This design comes from an exercise in tuning for small area on the open sky130 flow, not from production work.
The RTL was checked by simulation tests, not by an equivalence proof against the original design.
The clock port is modelled as an ideal driver, which makes a skipped or thinned clock tree look cheaper than it is; a real chip needs a root buffer or a tree.
Power is estimated from default activity; no workload was simulated.

Design lab3_2, start of the top module:
module lab3_2(
			input[3:0] command,
			input CLK,
			input mode,
			output reg total_time1,
			output reg [3:0] total_time0,
			output reg total_cost1,
			output reg [3:0] total_cost0,
			output reg [3:2] coord_x,
			output reg [1:0] coord_y,
			output reg warning
    );
==> flow/config.mk <==
export PLATFORM = sky130hd
export DESIGN_NAME = lab3_2
export DESIGN_NICKNAME = lab3_2
export VERILOG_FILES = /design/flow/design.v
export SDC_FILE = /design/flow/constraint.sdc
export NUM_CORES = 4
export LEC_CHECK = 0
export CAP_MARGIN = 20
export CORE_AREA = 5 5 65 65
export DIE_AREA = 0 0 70 70
export PLACE_DENSITY = 0.9
export SLEW_MARGIN = 20
==> flow/constraint.sdc <==
create_clock -name core_clock -period 30.0 [get_ports {CLK}]
set_input_delay 6.0000 -clock core_clock [delete_from_list [all_inputs] [get_ports {CLK}]]
set_output_delay 6.0000 -clock core_clock [all_outputs]
set_load 0.01 [all_outputs]
standard.sh (not shown) runs the stock make flow with config.mk's settings and CLKGATE_MAP_FILE= SYNTH_SCRIPT=/design/flow/synth_recipe.tcl, a recipe that flattens the netlist after the stock synthesis.
==> flow/flow/run.sh <==
#!/bin/bash
# The standard layout (standard.sh) with these changes:
# - synthesis maps with an area-oriented ABC script (flow/area.abc) and
#   without the separate full/half-adder extraction;
# - the port buffers use the smallest buffer cell;
# - the clock tree is one clock buffer driving every flip-flop
#   (flow/cts_collapse.tcl, run after CTS);
# - all pins on the middle of the bottom edge (flow/io_pins.tcl);
# - power recovery (downsizing non-critical cells) after global routing.
set -euo pipefail
here=$(pwd)
export FLOW_ABC_SCRIPT=$here/flow/area.abc
bash standard.sh \
  SYNTH_SCRIPT=$here/flow/synth.tcl \
  ADDER_MAP_FILE= \
  'BUFFER_PORTS_ARGS=-buffer_cell sky130_fd_sc_hd__buf_1' \
  'CTS_ARGS=-sink_clustering_enable -sink_clustering_size 20 -sink_clustering_max_diameter 500 -root_buf sky130_fd_sc_hd__clkbuf_4 -buf_list sky130_fd_sc_hd__clkbuf_4 -dont_use_dummy_load' \
  PRE_IO_PLACEMENT_TCL=$here/flow/io_pins.tcl \
  POST_CTS_TCL=$here/flow/cts_collapse.tcl \
  RECOVER_POWER=100 \
  finish > standard.log 2>&1
==> flow/flow/cts_collapse.tcl <==
# POST_CTS hook: drive every clock sink from the root clock buffer. The leaf
# clock buffers CTS made under the root are removed and their loads moved onto
# the root's net; the root is then sized up until the flip-flop clock pins'
# slew is within 110 ps.
set block [ord::get_db_block]
set root [$block findInst clkbuf_0_CLK]
set rootnet [[$root findITerm X] getNet]
foreach it [$rootnet getITerms] {
  set inst [$it getInst]
  if { $inst == $root || [$it isOutputSignal] } { continue }
  set master [[$inst getMaster] getName]
  if { ![string match "sky130_fd_sc_hd__clkbuf_*" $master] } { continue }
  set outnet [[$inst findITerm X] getNet]
  foreach load [$outnet getITerms] {
    if { [$load getInst] == $inst } { continue }
    $load disconnect
    $load connect $rootnet
  }
  puts "cts_collapse: removed [$inst getName]"
  odb::dbInst_destroy $inst
  odb::dbNet_destroy $outnet
}
proc clk_pin_slew { } {
  estimate_parasitics -placement
  set mx 0
  foreach p [get_pins -hierarchical */CLK] {
    set s [get_property $p slew_max]
    if { $s > $mx } { set mx $s }
  }
  return $mx
}
set db [ord::get_db]
foreach size {2 4 8 16} {
  $root swapMaster [$db findMaster sky130_fd_sc_hd__clkbuf_$size]
  set s [clk_pin_slew]
  puts "cts_collapse: root clkbuf_$size, flip-flop clock slew $s"
  if { $s <= 0.110 } { break }
}
detailed_placement
check_placement -verbose
==> flow/flow/io_pins.tcl <==
# PRE_IO_PLACEMENT hook: put every pin on the bottom edge, near its middle,
# so the design's cells (and its flip-flops) sit close together.
set die [[ord::get_db_block] getDieArea]
set w [expr {[$die dx] / 1000.0}]
set lo [expr {$w / 2 - 15}]
set hi [expr {$w / 2 + 15}]
set_io_pin_constraint -pin_names [get_ports *] -region bottom:$lo-$hi
Other scripts of this flow, unchanged in this note and not shown: flow/flow/area.abc, flow/flow/synth.tcl
Next try:
--- a/flow/flow/run.sh
+++ b/flow/flow/run.sh
@@ -7,3 +7,2 @@
 #   (flow/cts_collapse.tcl, run after CTS);
-# - all pins on the middle of the bottom edge (flow/io_pins.tcl);
 # - power recovery (downsizing non-critical cells) after global routing.
@@ -17,3 +16,2 @@
   'CTS_ARGS=-sink_clustering_enable -sink_clustering_size 20 -sink_clustering_max_diameter 500 -root_buf sky130_fd_sc_hd__clkbuf_4 -buf_list sky130_fd_sc_hd__clkbuf_4 -dont_use_dummy_load' \
-  PRE_IO_PLACEMENT_TCL=$here/flow/io_pins.tcl \
   POST_CTS_TCL=$here/flow/cts_collapse.tcl \
--- a/flow/flow/cts_collapse.tcl
+++ b/flow/flow/cts_collapse.tcl
@@ -32,3 +32,3 @@
 set db [ord::get_db]
-foreach size {2 4 8 16} {
+foreach size {4 8 16} {
   $root swapMaster [$db findMaster sky130_fd_sc_hd__clkbuf_$size]
removed: flow/flow/io_pins.tcl
The changed run completed without violations.
Routed wire length rises by roughly a tenth.
Die area is unchanged.
Synthesized cell count stays the same.

========
Another version of the RTL of lab3_2 (not shown whole).
For scale: ~110 cells after synthesis, ~15 flip-flops, about 21 I/O pins.
Design lab3_2, start of the top module:
module lab3_2(
			input[3:0] command,
			input CLK,
			input mode,
			output reg total_time1,
			output reg [3:0] total_time0,
			output reg total_cost1,
			output reg [3:0] total_cost0,
			output reg [3:2] coord_x,
			output reg [1:0] coord_y,
			output reg warning
    );
Settings: LEC_CHECK=0, ABC_AREA=1, CAP_MARGIN=20, CORE_AREA=5 5 65 65, DIE_AREA=0 0 70 70, SLEW_MARGIN=20; clock period 30.0 ns.
run.sh (not shown) runs the stock make flow with config.mk's settings and CLKGATE_MAP_FILE= SYNTH_SCRIPT=/design/flow/synth_recipe.tcl, a recipe that flattens the netlist after the stock synthesis.
Stock flow here: none of the scripts above is used.
The baseline completed with no timing, DRC or antenna violations.
Next try:
==> flow/flow/run.sh (new file) <==
#!/bin/bash
# The standard layout (standard.sh) with these changes:
# - synthesis maps with an area-oriented ABC script (flow/area.abc) and
#   without the separate full/half-adder extraction;
# - the port buffers use the smallest buffer cell;
# - CTS drives all flip-flops from one cluster without a dummy load;
# - power recovery (downsizing non-critical cells) after global routing.
set -euo pipefail
here=$(pwd)
export FLOW_ABC_SCRIPT=$here/flow/area.abc
bash standard.sh \
  SYNTH_SCRIPT=$here/flow/synth.tcl \
  ADDER_MAP_FILE= \
  'BUFFER_PORTS_ARGS=-buffer_cell sky130_fd_sc_hd__buf_1' \
  'CTS_ARGS=-sink_clustering_enable -sink_clustering_size 20 -sink_clustering_max_diameter 500 -root_buf sky130_fd_sc_hd__clkbuf_4 -buf_list sky130_fd_sc_hd__clkbuf_4 -dont_use_dummy_load -repair_clock_nets' \
  RECOVER_POWER=100 \
  finish > standard.log 2>&1
==> flow/flow/area.abc (new file) <==
strash
&get -n
&deepsyn -T 10 -S 1
&put
dch -f
amap
topo
==> flow/flow/synth.tcl (new file) <==
# The standard flow's synthesis script (synth_recipe.tcl), with ABC's technology mapping
# run from an area-oriented script instead of ORFS's speed script.
proc synth {args} { yosys synth -nofsm -noshare {*}$args }
proc abc {args} {
  set i [lsearch $args -script]
  if { $i >= 0 } {
    set args [lreplace $args $i [expr {$i + 1}] -script $::env(FLOW_ABC_SCRIPT)]
  }
  yosys abc {*}$args
}
source $::env(SCRIPTS_DIR)/synth.tcl
# left out here: clear keep_hierarchy, flatten, clean up, hide names made inside functions, write 1_2_yosys.v
==> flow/standard.sh (new file) <==
#!/bin/bash
# synth_recipe.tcl (not shown) runs the flow's synth.tcl, then flattens the netlist and writes it again
# the make line also repeats each setting of config.mk as NAME=value (left out here)
make -C /OpenROAD-flow-scripts/flow DESIGN_CONFIG=/design/flow/config.mk WORK_HOME=/design/flow/orfs CLKGATE_MAP_FILE= SYNTH_SCRIPT=/design/flow/synth_recipe.tcl "${@:-finish}"
Settings changed: ABC_AREA 1 to default.
removed: flow/run.sh
What happened: Count of clock-buffer cells in the layout goes down by 1; final cell count goes down by about 14%; clock power goes down by about 7%.
Next try:
--- a/flow/flow/run.sh
+++ b/flow/flow/run.sh
@@ -6 +6,2 @@
-# - CTS drives all flip-flops from one cluster without a dummy load;
+# - the clock tree is one clock buffer driving every flip-flop
+#   (flow/cts_collapse.tcl, run after CTS);
@@ -15 +16,2 @@
-  'CTS_ARGS=-sink_clustering_enable -sink_clustering_size 20 -sink_clustering_max_diameter 500 -root_buf sky130_fd_sc_hd__clkbuf_4 -buf_list sky130_fd_sc_hd__clkbuf_4 -dont_use_dummy_load -repair_clock_nets' \
+  'CTS_ARGS=-sink_clustering_enable -sink_clustering_size 20 -sink_clustering_max_diameter 500 -root_buf sky130_fd_sc_hd__clkbuf_4 -buf_list sky130_fd_sc_hd__clkbuf_4 -dont_use_dummy_load' \
+  POST_CTS_TCL=$here/flow/cts_collapse.tcl \
==> flow/flow/cts_collapse.tcl (new file) <==
# POST_CTS hook: drive every clock sink from the root clock buffer. The leaf
# clock buffers CTS made under the root are removed and their loads moved onto
# the root's net; the root is then sized up until the flip-flop clock pins'
# slew is within 110 ps.
set block [ord::get_db_block]
set root [$block findInst clkbuf_0_CLK]
set rootnet [[$root findITerm X] getNet]
foreach it [$rootnet getITerms] {
  set inst [$it getInst]
  if { $inst == $root || [$it isOutputSignal] } { continue }
  set master [[$inst getMaster] getName]
  if { ![string match "sky130_fd_sc_hd__clkbuf_*" $master] } { continue }
  set outnet [[$inst findITerm X] getNet]
  foreach load [$outnet getITerms] {
    if { [$load getInst] == $inst } { continue }
    $load disconnect
    $load connect $rootnet
  }
  puts "cts_collapse: removed [$inst getName]"
  odb::dbInst_destroy $inst
  odb::dbNet_destroy $outnet
}
proc clk_pin_slew { } {
  estimate_parasitics -placement
  set mx 0
  foreach p [get_pins -hierarchical */CLK] {
    set s [get_property $p slew_max]
    if { $s > $mx } { set mx $s }
  }
  return $mx
}
set db [ord::get_db]
foreach size {4 8 16} {
  $root swapMaster [$db findMaster sky130_fd_sc_hd__clkbuf_$size]
  set s [clk_pin_slew]
  puts "cts_collapse: root clkbuf_$size, flip-flop clock slew $s"
  if { $s <= 0.110 } { break }
}
detailed_placement
check_placement -verbose
Settings changed: PLACE_DENSITY from default to 0.9.
Global-route usage is higher by 1.5 points.
Combinational power is higher by a few percent.
Sequential power hardly moves.
Final cell count is lower slightly.
Critical path depth stays the same.
Register-to-register slack got worse by 140 ps.
Final area is lower slightly.
Routed wire length is higher by roughly a tenth.
Power is lower by a few percent.
Via count is higher by a few percent.

========
Another version of the RTL of lab3_2 (not shown whole).
Size: ~15 flip-flops.
Design lab3_2, start of the top module:
module lab3_2(
			input[3:0] command,
			input CLK,
			input mode,
			output reg total_time1,
			output reg [3:0] total_time0,
			output reg total_cost1,
			output reg [3:0] total_cost0,
			output reg [3:2] coord_x,
			output reg [1:0] coord_y,
			output reg warning
    );
wire n_tt1, n_t0, n_t1, n_t2, n_t3, n_tc1, n_d0, n_d1, n_d2, n_d3, n_x0, n_x1, n_y0, n_y1;
wire c0 = command[0], c1 = command[1], c2 = command[2], c3 = command[3];
wire m = mode;
wire T1 = total_time1, t0 = total_time0[0], t1 = total_time0[1], t2 = total_time0[2], t3 = total_time0[3];
wire C1 = total_cost1, d0 = total_cost0[0], d1 = total_cost0[1], d2 = total_cost0[2], d3 = total_cost0[3];
wire x0 = coord_x[2], x1 = coord_x[3], y0 = coord_y[0], y1 = coord_y[1];
wire gt7 = ~t1 & ~t0;
wire gt8 = ~gt7 & t3;
wire gt9 = gt8 & T1;
wire gt10 = ~gt8 & ~T1;
wire gt11 = ~gt10 & ~m;
wire gt12 = gt11 & ~gt9;
wire gt13 = ~t0 & ~m;
wire gt14 = t1 & t0;
wire gt15 = ~t3 & ~m;
wire gt16 = gt15 & ~gt7;
wire gt17 = gt16 & ~gt14;
wire gt18 = ~gt14 & ~t2;
wire gt19 = gt14 & t2;
wire gt20 = ~gt19 & gt15;
wire gt21 = gt20 & ~gt18;
wire gt22 = ~gt8 & ~m;
wire gt23 = gt22 & ~gt20;
assign n_tt1 = gt12;
assign n_t0 = gt13;
assign n_t1 = gt17;
assign n_t2 = gt21;
assign n_t3 = gt23;
wire gp15 = ~c2 & ~c1;
wire gp16 = gp15 & ~c0;
wire gp17 = ~gp16 & c3;
wire gp18 = ~gp15 & ~c0;
wire gp19 = ~gp18 & ~c3;
wire gp20 = c1 & ~c0;
wire gp21 = c2 & c1;
wire gp22 = ~gp21 & ~gp15;
wire gp23 = ~gp22 & x1;
wire gp24 = ~gp22 & ~x0;
wire gp25 = ~gp24 & ~x1;
wire gp26 = ~gp25 & ~gp23;
wire gp27 = ~y0 & c2;
wire gp28 = gp27 & ~y1;
wire gp29 = y1 & ~c2;
wire gp30 = ~gp29 & ~gp28;
wire gp31 = gp30 & c0;
wire gp32 = gp31 & ~gp26;
wire gp33 = ~gp32 & ~gp20;
wire gp34 = gp33 & gp19;
wire gp35 = ~gp34 & ~gp17;
wire gp36 = gp35 & d1;
wire gp37 = gp19 & d0;
wire gp38 = ~gp35 & ~d1;
wire gp39 = ~gp38 & ~gp36;
wire gp40 = gp39 & gp37;
wire gp41 = ~gp40 & ~gp36;
wire gp42 = ~gp41 & d2;
wire gp43 = ~gp42 & ~d3;
wire gp44 = ~gp39 & ~gp37;
wire gp45 = gp40 & ~d3;
wire gp46 = ~gp45 & ~gp44;
wire gp47 = gp46 & ~gp43;
  ...
export LEC_CHECK = 0
export CAP_MARGIN = 20
export CORE_AREA = 5 5 65 65
export DIE_AREA = 0 0 70 70
export PLACE_DENSITY = 0.95
export SLEW_MARGIN = 20
create_clock -name core_clock -period 30.0 [get_ports {CLK}]
standard.sh (not shown) runs the stock make flow with config.mk's settings and CLKGATE_MAP_FILE= SYNTH_SCRIPT=/design/flow/synth_recipe.tcl, a recipe that flattens the netlist after the stock synthesis.
==> flow/flow/run.sh <==
#!/bin/bash
# The standard layout (standard.sh) with these changes:
# - synthesis maps with area-oriented ABC scripts (flow/abc/), keeping the
#   smallest result, and
#   without the separate full/half-adder extraction;
# - the port buffers use the smallest buffer cell;
# - the clock port drives the leaf clock buffers directly, each sized
#   to its load (flow/cts_leaves.tcl, run after CTS);
# - all pins on the middle of the bottom edge (flow/io_pins.tcl);
# - power recovery (downsizing non-critical cells) after global routing.
set -euo pipefail
here=$(pwd)
export FLOW_ABC_SCRIPTS="$(ls $here/flow/abc/m* | tr "\n" " ")"
bash standard.sh \
  SYNTH_SCRIPT=$here/flow/synth.tcl \
  ADDER_MAP_FILE= \
  'BUFFER_PORTS_ARGS=-buffer_cell sky130_fd_sc_hd__buf_1' \
  'CTS_ARGS=-sink_clustering_enable -sink_clustering_size 20 -sink_clustering_max_diameter 500 -root_buf sky130_fd_sc_hd__clkbuf_4 -buf_list sky130_fd_sc_hd__clkbuf_4 -dont_use_dummy_load' \
  PRE_IO_PLACEMENT_TCL=$here/flow/io_pins.tcl \
  POST_CTS_TCL=$here/flow/cts_leaves.tcl \
  RECOVER_POWER=100 \
  finish > standard.log 2>&1
==> flow/flow/cts_leaves.tcl <==
# POST_CTS hook: the clock port drives the leaf clock buffers directly. The
# root clock buffer CTS made is removed and the leaves' inputs moved onto the
# clock port's net (the port then feeds only the leaves); each leaf is then
# given the smallest clock buffer that keeps its flip-flops' clock-pin slew
# within 115 ps.
set block [ord::get_db_block]
set db [ord::get_db]
set root [$block findInst clkbuf_0_CLK]
set clknet [[$root findITerm A] getNet]
set rootnet [[$root findITerm X] getNet]
set leaves {}
foreach it [$rootnet getITerms] {
  set inst [$it getInst]
  if { $inst == $root } { continue }
  $it disconnect
  $it connect $clknet
  lappend leaves $inst
}
puts "cts_leaves: removed [$root getName], [llength $leaves] leaves on the clock port"
odb::dbInst_destroy $root
odb::dbNet_destroy $rootnet
proc leaf_slew { leaf } {
  estimate_parasitics -placement
  set mx 0
  foreach it [[[$leaf findITerm X] getNet] getITerms] {
    if { [$it getInst] == $leaf } { continue }
    set p [get_pins [[$it getInst] getName]/[[$it getMTerm] getName]]
    set s [get_property $p slew_max]
    if { $s > $mx } { set mx $s }
  }
  return $mx
}
foreach leaf $leaves {
  foreach size {1 2 4 8 16} {
    $leaf swapMaster [$db findMaster sky130_fd_sc_hd__clkbuf_$size]
    set s [leaf_slew $leaf]
    puts "cts_leaves: [$leaf getName] clkbuf_$size, clock-pin slew $s"
    if { $s <= 0.115 } { break }
  }
}
detailed_placement
check_placement -verbose
==> flow/flow/io_pins.tcl <==
# PRE_IO_PLACEMENT hook: put every pin on the bottom edge, near its middle,
# so the design's cells (and its flip-flops) sit close together.
set die [[ord::get_db_block] getDieArea]
set w [expr {[$die dx] / 1000.0}]
set lo [expr {$w / 2 - 12}]
set hi [expr {$w / 2 + 12}]
set_io_pin_constraint -pin_names [get_ports *] -region bottom:$lo-$hi
Other scripts of this flow, unchanged in this note and not shown: flow/flow/abc/m1, flow/flow/abc/m2, flow/flow/abc/m3, flow/flow/abc/m4, flow/flow/abc/m5, flow/flow/abc/m6, flow/flow/synth.tcl
The first run finished clean.
==> next run, changes <==
--- a/flow/flow/io_pins.tcl
+++ b/flow/flow/io_pins.tcl
@@ -5,2 +5,2 @@
-set lo [expr {$w / 2 - 12}]
-set hi [expr {$w / 2 + 12}]
+set lo [expr {$w / 2 - 15}]
+set hi [expr {$w / 2 + 15}]
--- a/flow/config.mk
+++ b/flow/config.mk
@@ -11 +11 @@
-export PLACE_DENSITY = 0.95
+export PLACE_DENSITY = 0.9
Worst setup slack improved by 41 ps; first-iteration DRC count goes down by 25%; final area goes down by 0.34%; cell count stays the same; via count goes down by 7.0%; maximum frequency goes up by 0.50%; wire length goes down by 6.1%; worst hold slack got worse by 16 ps.
==> next run, changes <==
--- a/flow/flow/io_pins.tcl
+++ b/flow/flow/io_pins.tcl
@@ -5,2 +5,2 @@
-set lo [expr {$w / 2 - 15}]
-set hi [expr {$w / 2 + 15}]
+set lo [expr {$w / 2 - 10}]
+set hi [expr {$w / 2 + 10}]
--- a/flow/config.mk
+++ b/flow/config.mk
@@ -11 +11 @@
-export PLACE_DENSITY = 0.9
+export PLACE_DENSITY = 0.95
Now the flow did not get past I/O pin placement (3_2_place_iop) (PPL-0111).
Area after synthesis does not change.
Synthesized cell count is unchanged.
==> next run, changes <==
--- a/flow/flow/run.sh
+++ b/flow/flow/run.sh
@@ -7,2 +7,3 @@
-# - the clock port drives the leaf clock buffers directly, each sized
-#   to its load (flow/cts_leaves.tcl, run after CTS);
+# - the flip-flops gathered together after global placement
+#   (flow/flops_together.tcl); the clock port drives the leaf clock
+#   buffers directly, each sized to its load (flow/cts_leaves.tcl);
@@ -19,0 +21 @@
+  POST_GLOBAL_PLACE_TCL=$here/flow/flops_together.tcl \
--- a/flow/flow/cts_leaves.tcl
+++ b/flow/flow/cts_leaves.tcl
@@ -5 +5 @@
-# within 115 ps.
+# within 125 ps.
@@ -38 +38 @@
-    if { $s <= 0.115 } { break }
+    if { $s <= 0.125 } { break }
==> flow/flow/flops_together.tcl (new file) <==
# POST_GLOBAL_PLACE hook: gather the flip-flops into a block of rows around
# their centroid (ordered as global placement left them), so that one small
# clock buffer can drive them all. Detailed placement then legalises.
set block [ord::get_db_block]
set flops {}
foreach inst [$block getInsts] {
  if { [[$inst getMaster] isSequential] } { lappend flops $inst }
}
set n [llength $flops]
if { $n > 0 } {
  set sx 0
  set sy 0
  foreach f $flops {
    set b [$f getBBox]
    set sx [expr {$sx + ([$b xMin] + [$b xMax]) / 2.0}]
    set sy [expr {$sy + ([$b yMin] + [$b yMax]) / 2.0}]
  }
  set cx [expr {$sx / $n}]
  set cy [expr {$sy / $n}]
  set cols [expr {int(ceil(sqrt($n / 2.0)))}]
  set rows [expr {int(ceil(double($n) / $cols))}]
  set fw [[[lindex $flops 0] getMaster] getWidth]
  set rh 2720
  # rows by y, then columns by x, as global placement had them
  set byy [lsort -real -command {apply {{a b} {
    expr {[[$a getBBox] yMin] - [[$b getBBox] yMin]}
  }}} $flops]
  set i 0
  for {set r 0} {$r < $rows} {incr r} {
    set row [lrange $byy [expr {$r * $cols}] [expr {$r * $cols + $cols - 1}]]
    set row [lsort -command {apply {{a b} {
      expr {[[$a getBBox] xMin] - [[$b getBBox] xMin]}
    }}} $row]
    set c 0
    foreach f $row {
      set x [expr {int($cx + ($c - ($cols - 1) / 2.0) * ($fw + 460) - $fw / 2.0)}]
      set y [expr {int($cy + ($r - ($rows - 1) / 2.0) * $rh - $rh / 2.0)}]
      $f setLocation $x $y
      incr c
    }
  }
  puts "flops_together: $n flip-flops in $rows rows of $cols around ([expr {$cx / 1000.0}], [expr {$cy / 1000.0}])"
}
--- a/flow/flow/io_pins.tcl
+++ b/flow/flow/io_pins.tcl
@@ -5,2 +5,2 @@
-set lo [expr {$w / 2 - 10}]
-set hi [expr {$w / 2 + 10}]
+set lo [expr {$w / 2 - 15}]
+set hi [expr {$w / 2 + 15}]
--- a/flow/config.mk
+++ b/flow/config.mk
@@ -11 +11 @@
-export PLACE_DENSITY = 0.95
+export PLACE_DENSITY = 0.9
This time the run produced a clean layout.
Synthesized cell count stays the same.
Area after synthesis is unchanged.

## static timing again, ports no longer ideal
The results above use ideal ports. As a check the final layouts listed here were re-extracted and re-timed, cells and wires unchanged. Step 1 assumes that a clkbuf_16 drives the clock port and a buf_2 every other input. Step 2 also shifts input and output timing later by t, the mid clock arrival at the registers, as if the neighbouring blocks saw the same clock. Three values: ideal, step 1, step 2; two values: the first two.
run	t (ns)	setup slack, ns	slew at the worst register clock pin (ns)
the first run of note 1	0.166	21.534 / 21.530 / 21.364	0.09 / 0.09
the second run of note 1	0.174	21.594 / 21.583 / 21.409	0.10 / 0.10
the first run of note 2	0.304	21.897 / 21.892 / 21.587	0.09 / 0.09
the second run of note 2	0.293	21.637 / 21.628 / 21.335	0.09 / 0.09
the third run of note 2	0.171	21.327 / 21.315 / 21.145	0.09 / 0.09
the first run of note 3	0.169	21.828 / 21.834 / 21.665	0.08 / 0.08
the second run of note 3	0.170	21.869 / 21.874 / 21.703	0.11 / 0.11
the fourth run of note 3	0.170	21.882 / 21.887 / 21.717	0.12 / 0.12
After both steps every run listed still meets setup and hold. The setup slack of the first run of note 2, which loses most, moves by -0.005 ns with the drivers and by -0.310 ns with both steps.
